This design comes from an exercise in tuning for small area on the open sky130 flow, not from production work.
The RTL was checked by simulation tests, not by an equivalence proof against the original design.
Power and IR drop assume default switching activity.

==> 03-19 <==
// SimpleVCRouter_1
module SimpleVCRouter_1(input clk, input reset,
    input [54:0] io_inChannels_4_flit_x,
    input  io_inChannels_4_flitValid,
    output io_inChannels_4_credit_1_grant,
    output io_inChannels_4_credit_0_grant,
    input [54:0] io_inChannels_3_flit_x,
    input  io_inChannels_3_flitValid,
    output io_inChannels_3_credit_1_grant,
    output io_inChannels_3_credit_0_grant,
    input [54:0] io_inChannels_2_flit_x,
    input  io_inChannels_2_flitValid,
    output io_inChannels_2_credit_1_grant,
    output io_inChannels_2_credit_0_grant,
    input [54:0] io_inChannels_1_flit_x,
    input  io_inChannels_1_flitValid,
    output io_inChannels_1_credit_1_grant,
    output io_inChannels_1_credit_0_grant,
    input [54:0] io_inChannels_0_flit_x,
    input  io_inChannels_0_flitValid,
    output io_inChannels_0_credit_1_grant,
    output io_inChannels_0_credit_0_grant,
    output[54:0] io_outChannels_4_flit_x,
    output io_outChannels_4_flitValid,
    input  io_outChannels_4_credit_1_grant,
    input  io_outChannels_4_credit_0_grant,
    output[54:0] io_outChannels_3_flit_x,
    output io_outChannels_3_flitValid,
    input  io_outChannels_3_credit_1_grant,
    input  io_outChannels_3_credit_0_grant,
    output[54:0] io_outChannels_2_flit_x,
    output io_outChannels_2_flitValid,
    input  io_outChannels_2_credit_1_grant,
    input  io_outChannels_2_credit_0_grant,
    output[54:0] io_outChannels_1_flit_x,
    output io_outChannels_1_flitValid,
    input  io_outChannels_1_credit_1_grant,
    input  io_outChannels_1_credit_0_grant,
    output[54:0] io_outChannels_0_flit_x,
    output io_outChannels_0_flitValid,
    input  io_outChannels_0_credit_1_grant,
    input  io_outChannels_0_credit_0_grant,
    output[31:0] io_counters_0_counterVal
);
==> flow/config.mk <==
export PLATFORM = sky130hd
export DESIGN_NAME = SimpleVCRouter_1
export DESIGN_NICKNAME = SimpleVCRouter_1
export VERILOG_FILES = /design/flow/design.v
export SDC_FILE = /design/flow/constraint.sdc
export NUM_CORES = 8
export LEC_CHECK = 0
export CAP_MARGIN = 20
export CORE_MARGIN = 2
export CORE_UTILIZATION = 45
export PLACE_DENSITY = 0.65
export SLEW_MARGIN = 20
==> flow/constraint.sdc <==
create_clock -name core_clock -period 16.0 [get_ports {clk}]
set_input_delay 3.2000 -clock core_clock [delete_from_list [all_inputs] [get_ports {clk}]]
set_output_delay 3.2000 -clock core_clock [all_outputs]
set_load 0.01 [all_outputs]
standard.sh (not shown) runs the stock make flow with config.mk's settings and CLKGATE_MAP_FILE= SYNTH_SCRIPT=/design/flow/synth_recipe.tcl, a recipe that flattens the netlist after the stock synthesis.
==> flow/flow/run.sh <==
#!/bin/bash
# Layout flow: the standard synthesis, then an area re-mapping of its combinational
# logic (registers untouched, ABC with deep synthesis), then the standard layout steps from floorplan on,
# with the CTS run without dummy loads and the ports buffered with buf_1 cells.
set -euo pipefail
W=$(pwd)
R=$W/orfs/results/$FLOW_PLATFORM/SimpleVCRouter_1/base
bash standard.sh $R/1_2_yosys.v > $W/flow_synth.log 2>&1
cp $R/1_2_yosys.v $W/standard_synth.v
REMAP_LIB=$FLOW_HOME/platforms/$FLOW_PLATFORM/lib/sky130_fd_sc_hd__tt_025C_1v80.lib \
REMAP_TOP=$FLOW_TOP REMAP_IN=$W/standard_synth.v REMAP_OUT=$W/remapped.v \
REMAP_STAT=$W/remap_stat.txt REMAP_ABC=$W/flow/remap.abc \
  yosys -c $W/flow/remap.tcl > $W/flow_remap.log 2>&1
cp $W/remapped.v $R/1_2_yosys.v
rm -f $R/1_synth.odb $R/1_synth.sdc
bash standard.sh \
  "CTS_ARGS=-sink_clustering_enable -repair_clock_nets -sink_clustering_size 28 -sink_clustering_max_diameter 95 -dont_use_dummy_load" \
  "BUFFER_PORTS_ARGS=-buffer_cell sky130_fd_sc_hd__buf_1" \
  finish > $W/flow_layout.log 2>&1
==> flow/flow/remap.abc <==
strash; &get -n; &deepsyn -T 120; &put; dch -f; &get -n; &nf -R 1000 {D}; &put
==> flow/flow/remap.tcl <==
# Re-map the combinational logic of the standard synthesis netlist for area.
# Registers and tie cells stay as they are: same instances, names and cell types.
yosys -import
set lib $::env(REMAP_LIB)
set top $::env(REMAP_TOP)
read_liberty -ignore_miss_func $lib
read_verilog -defer $::env(REMAP_IN)
hierarchy -top $top
foreach m [split [string trim [tee -q -s result.string select -list-mod sky130_fd_sc_hd__*]] "\n"] {
  if {[regexp {^sky130_fd_sc_hd__(df|edf|sdf|dl|conb|sdl|dfb|dfr|dfs)} $m]} {
    setattr -mod -set keep_hierarchy 1 $m
  }
}
flatten
opt_clean -purge
set du {}
foreach c {sky130_fd_sc_hd__lpflow_bleeder_1 sky130_fd_sc_hd__lpflow_clkbufkapwr_1 sky130_fd_sc_hd__lpflow_clkbufkapwr_16 sky130_fd_sc_hd__lpflow_clkbufkapwr_2 sky130_fd_sc_hd__lpflow_clkbufkapwr_4 sky130_fd_sc_hd__lpflow_clkbufkapwr_8 sky130_fd_sc_hd__lpflow_clkinvkapwr_1 sky130_fd_sc_hd__lpflow_clkinvkapwr_16 sky130_fd_sc_hd__lpflow_clkinvkapwr_2 sky130_fd_sc_hd__lpflow_clkinvkapwr_4 sky130_fd_sc_hd__lpflow_clkinvkapwr_8 sky130_fd_sc_hd__lpflow_decapkapwr_12 sky130_fd_sc_hd__lpflow_decapkapwr_3 sky130_fd_sc_hd__lpflow_decapkapwr_4 sky130_fd_sc_hd__lpflow_decapkapwr_6 sky130_fd_sc_hd__lpflow_decapkapwr_8 sky130_fd_sc_hd__lpflow_inputiso0n_1 sky130_fd_sc_hd__lpflow_inputiso0p_1 sky130_fd_sc_hd__lpflow_inputiso1n_1 sky130_fd_sc_hd__lpflow_inputiso1p_1 sky130_fd_sc_hd__lpflow_inputisolatch_1 sky130_fd_sc_hd__lpflow_isobufsrc_1 sky130_fd_sc_hd__lpflow_isobufsrc_16 sky130_fd_sc_hd__lpflow_isobufsrc_2 sky130_fd_sc_hd__lpflow_isobufsrc_4 sky130_fd_sc_hd__lpflow_isobufsrc_8 sky130_fd_sc_hd__lpflow_isobufsrckapwr_16 sky130_fd_sc_hd__lpflow_lsbuf_lh_hl_isowell_tap_1 sky130_fd_sc_hd__lpflow_lsbuf_lh_hl_isowell_tap_2 sky130_fd_sc_hd__lpflow_lsbuf_lh_hl_isowell_tap_4 sky130_fd_sc_hd__lpflow_lsbuf_lh_isowell_4 sky130_fd_sc_hd__lpflow_lsbuf_lh_isowell_tap_1 sky130_fd_sc_hd__lpflow_lsbuf_lh_isowell_tap_2 sky130_fd_sc_hd__lpflow_lsbuf_lh_isowell_tap_4 sky130_fd_sc_hd__probe_p_8 sky130_fd_sc_hd__probec_p_8 } { lappend du -dont_use $c }
abc -liberty $lib {*}$du -D 16000 -script $::env(REMAP_ABC)
opt_clean -purge
hilomap -singleton -hicell sky130_fd_sc_hd__conb_1 HI -locell sky130_fd_sc_hd__conb_1 LO
splitnets
opt_clean -purge
tee -o $::env(REMAP_STAT) stat -liberty $lib $top
select $top
write_verilog -noattr -nohex -nodec -selected $::env(REMAP_OUT)
==> 07-03: changes against 03-19 <==
--- a/flow/design.v
+++ b/flow/design.v
@@ -1,48 +1,43 @@
 module VCR_SwArb(
     input clk, input reset,
     input [9:0] req,
-    input [29:0] prio,             
+    input [29:0] prio,
+    input [9:0] rel,
     output [9:0] wg
 );
   reg [3:0] ng;                  
-  reg [2:0] pc [0:9];
+  reg [9:0] pa0, pa1, pa2, pa3, pa4;
   wire [9:0] ngoh = 10'd1 << ng;
-  wire lockedc = req[ng];
+  wire lockedc = req[ng] & ~rel[ng];
   wire anyreq = |req;
   wire arb = anyreq & ~lockedc;
-  reg [9:0] pa0, pa1, pa2, pa3, pa4;
-  integer k;
-  always @(*) begin
-    for (k = 0; k < 10; k = k + 1) begin
-      pa0[k] = pc[k] == 3'd1;
-      pa1[k] = pc[k] == 3'd2;
-      pa2[k] = pc[k] == 3'd3;
-      pa3[k] = pc[k] == 3'd4;
-      pa4[k] = pc[k] == 3'd5;
-    end
-  end
   wire [9:0] row = (|pa4) ? pa4 : (|pa3) ? pa3 : (|pa2) ? pa2 : (|pa1) ? pa1 : pa0;
-  wire [9:0] above = ~((ngoh << 1) - 10'd1) & ~ngoh;
-  wire [9:0] hi = row & above;
-  wire [9:0] src = (|hi) ? hi : row;
-  wire [9:0] win = src & (~src + 10'd1);
+  wire [10:0] sum0 = {1'b0, ~row} + {1'b0, ngoh[8:0], ngoh[9]};
+  wire [9:0] sum1 = ~row + 10'd1;
+  wire [9:0] win = (sum0[10] ? sum1 : sum0[9:0]) & row;
   assign wg = arb ? ((|win) ? win : ngoh) : (anyreq ? ngoh : 10'h200);
   reg [3:0] wgi;
+  integer k;
   always @(*) begin
     wgi = 4'd0;
     for (k = 0; k < 10; k = k + 1) if (wg[k]) wgi = wgi | k[3:0];
   end
   always @(posedge clk) begin
     if (reset) begin
       ng <= 4'd9;
-      for (k = 0; k < 10; k = k + 1) pc[k] <= 3'd0;
+      pa0 <= 10'd0; pa1 <= 10'd0; pa2 <= 10'd0; pa3 <= 10'd0; pa4 <= 10'd0;
     end else begin
       if (anyreq) ng <= wgi;
-      if (arb) for (k = 0; k < 10; k = k + 1)
-        pc[k] <= req[k] ? prio[3*k +: 3] : 3'd0;
+      if (arb) for (k = 0; k < 10; k = k + 1) begin
+        pa0[k] <= req[k] & (prio[3*k +: 3] == 3'd0);
+        pa1[k] <= req[k] & (prio[3*k +: 3] == 3'd1);
+        pa2[k] <= req[k] & (prio[3*k +: 3] == 3'd2);
+        pa3[k] <= req[k] & (prio[3*k +: 3] == 3'd3);
+        pa4[k] <= req[k] & (prio[3*k +: 3] == 3'd4);
+      end
     end
   end
 endmodule
 module SimpleVCRouter_1(input clk, input reset,
     input [54:0] io_inChannels_4_flit_x,
     input  io_inChannels_4_flitValid,
@@ -92,13 +87,15 @@
   wire [4:0] inv = {io_inChannels_4_flitValid, io_inChannels_3_flitValid, io_inChannels_2_flitValid,
                     io_inChannels_1_flitValid, io_inChannels_0_flitValid};
   wire [7:0] ocred = {io_outChannels_3_credit_1_grant, io_outChannels_3_credit_0_grant,
                       io_outChannels_2_credit_1_grant, io_outChannels_2_credit_0_grant,
                       io_outChannels_1_credit_1_grant, io_outChannels_1_credit_0_grant,
                       io_outChannels_0_credit_1_grant, io_outChannels_0_credit_0_grant};
-  wire [9:0] QV, deq, T365, flitsTail, Rvc, stge3;
+  reg rst_d;
+  always @(posedge clk) rst_d <= reset;
+  wire [9:0] QV, deq, T365, flitsTail, Rvc, Rrl, stge3, steq4;
   wire [19:0] Rroute;
   wire [29:0] Rprio;
   wire [54*10-1:0] QD;
   wire [39:0] wgs;             
   wire [7:0] C;                
   wire [7:0] Ostate2;          
@@ -134,32 +131,33 @@
     wire [1:0] xr = d0[1] ? 2'd1 : (d0[0] ? 2'd0 : 2'd2);
     wire [1:0] wroute = (xr != 2'd0) ? xr : ((f[7:6] != 2'd0) ? 2'd3 : f[9:8]);
     wire rfwe = fin & f[0] & ~rfv[wp];
     wire rv = (wp != rp) & (|rfv);
     wire [1:0] rr = rf[rp];
     reg [2:0] st;
-    reg rvc, rdv;
-    reg [1:0] rroute;
+    reg rvc, rdv, rrl;
+    reg [1:0] rroute, vv;
     reg [2:0] rprio;
     reg [3:0] n;
     reg relq;
     assign Rvc[gi] = rvc;
+    assign Rrl[gi] = rrl;
     assign Rroute[2*gi +: 2] = rroute;
     assign Rprio[3*gi +: 3] = rprio;
     assign stge3[gi] = st >= 3'd3;
+    assign steq4[gi] = st == 3'd4;
     wire swg = wgs[10*rroute + gi];
     wire t365 = swg | (st == 3'd4);
     assign T365[gi] = t365;
     wire ca = C[2*rroute + rvc];
     wire dr = qh ? (rv & t365 & (st >= 3'd3) & ca) : (t365 & (st == 3'd4) & ca);
     wire dq = dr & qv;
     assign deq[gi] = dq;
     wire ft = qt & qv;
     assign flitsTail[gi] = ft;
     wire rinc = (st == 3'd4) & ft & ca;
-    wire [1:0] vv = rroute;
     wire locked = (n[3:1] == {1'b0, vv}) & ~relq;
     wire [3:0] win = locked ? n : {1'b0, vv, (n == {1'b0, vv, 1'b0})};
     wire vcvalid = qv & (st >= 3'd2);
     integer k;
     always @(posedge clk) begin
       if (reset) begin
@@ -177,20 +175,22 @@
         if (rfwe) begin wp <= wp + 4'd1; rf[wp] <= wroute; end
         if (rinc) rp <= rp + 4'd1;
         for (k = 0; k < 16; k = k + 1)
           if (rinc && rp == k) rfv[k] <= 1'b0;
           else if (rfwe && wp == k) rfv[k] <= 1'b1;
       end
+      vv <= rr;
       n <= reset ? 4'd9 : win;
-      rdv <= qv;
-      rroute <= rr;
       relq <= ft & C[win[2:0]] & Ostate2[win[2:0]];
       if (reset) begin
-        st <= 3'd0; rvc <= 1'b0; rprio <= 3'd1;
+        st <= 3'd0; rvc <= 1'b0; rdv <= 1'b0; rroute <= 2'd0; rprio <= 3'd0; rrl <= 1'b1;
       end else begin
-        if (qh & rv) rprio <= (d[3:1] <= 3'd4) ? d[3:1] + 3'd1 : 3'd0;
+        rdv <= qv;
+        rroute <= rr;
+        rrl <= rinc;
+        if (qh & rv) rprio <= d[3:1];
         if ((st == 3'd2) & vcvalid) rvc <= win[0];
         case (st)
           3'd0: if (qv) st <= 3'd1;
           3'd1: if (rdv) st <= 3'd2;
           3'd2: if (vcvalid) st <= 3'd3;
           3'd3: if (swg) st <= 3'd4;
@@ -207,19 +207,20 @@
           io_inChannels_1_credit_1_grant, io_inChannels_1_credit_0_grant,
           io_inChannels_0_credit_1_grant, io_inChannels_0_credit_0_grant} = deq;
   assign io_counters_0_counterVal = {31'd0, T365[9]};
   wire [55*4-1:0] ofl;
   wire [3:0] ovl;
   generate for (go = 0; go < 4; go = go + 1) begin : op
-    wire [9:0] req, wg;
+    wire [9:0] req, rel, wg;
     integer k;
     genvar gk;
     for (gk = 0; gk < 10; gk = gk + 1) begin : rq
-      assign req[gk] = (Rroute[2*gk +: 2] == go) & stge3[gk];
-    end
-    VCR_SwArb arb(.clk(clk), .reset(reset), .req(req), .prio(Rprio), .wg(wg));
+      assign req[gk] = ~rst_d & (Rroute[2*gk +: 2] == go) & stge3[gk];
+      assign rel[gk] = Rrl[gk] & steq4[gk];
+    end
+    VCR_SwArb arb(.clk(clk), .reset(reset), .req(req), .prio(Rprio), .rel(rel), .wg(wg));
     assign wgs[10*go +: 10] = wg;
     wire [9:0] sel = wg & {10{~reset}};
     reg [53:0] sd;
     reg snv;
     reg vo;
     always @(*) begin
==> flow/run.sh (new file) <==
#!/bin/bash
# synth_recipe.tcl (not shown) runs the flow's synth.tcl, then flattens the netlist and writes it again
# the make line also repeats each setting of config.mk as NAME=value (left out here)
make -C /OpenROAD-flow-scripts/flow DESIGN_CONFIG=/design/flow/config.mk WORK_HOME=/design/flow/orfs CLKGATE_MAP_FILE= SYNTH_SCRIPT=/design/flow/synth_recipe.tcl finish
==> flow/config.mk (replaced) <==
export PLATFORM = sky130hd
export DESIGN_NAME = SimpleVCRouter_1
export DESIGN_NICKNAME = SimpleVCRouter_1
export VERILOG_FILES = /design/flow/design.v
export SDC_FILE = /design/flow/constraint.sdc
export NUM_CORES = 8
export LEC_CHECK = 0
export CAP_MARGIN = 20
export CORE_MARGIN = 2
export CORE_UTILIZATION = 30
export PLACE_DENSITY = 0.5
export SLEW_MARGIN = 20
removed: flow/flow/run.sh
removed: flow/flow/remap.abc
removed: flow/flow/remap.tcl
removed: flow/standard.sh
==> notes.md <==
* Mapped Area at 366700 µm²
* # Taps at 10820
* # diodes at 162
* Status: finished clean
the above is filed under 03-19

==> notes.md <==
* Status: finished clean
* Internal power at 0.04409 W
* # diodes at 1169
* Mapped Area at 392800 µm²
the above is filed under 07-03

[separate check: timing with driven ports]
The flow's constraints put no driver on any port. The routed layouts listed below were extracted and timed again, unchanged, in two steps. Step 1 assumes that a clkbuf_16 drives the clock port and a buf_2 every other input. Step 2 also shifts input and output timing later by t, the mid clock arrival at the registers, as if the neighbouring blocks saw the same clock. Slacks: ideal ports / drivers / drivers and shift; pairs: ideal ports / drivers.
run | t (ns) | slack for setup (ns) | worst register clock-pin slew, ns | worst slew at a driven data input, ns | pins driven straight from the clock port
03-19 | 1.241 | 4.201 / 4.041 / 5.282 | 0.12 / 0.12 | 0.37 | 1
07-03 | 1.382 | 2.489 / 2.312 / 3.695 | 0.07 / 0.07 | 0.50 | 1
After both steps setup and hold are still met in every run listed.
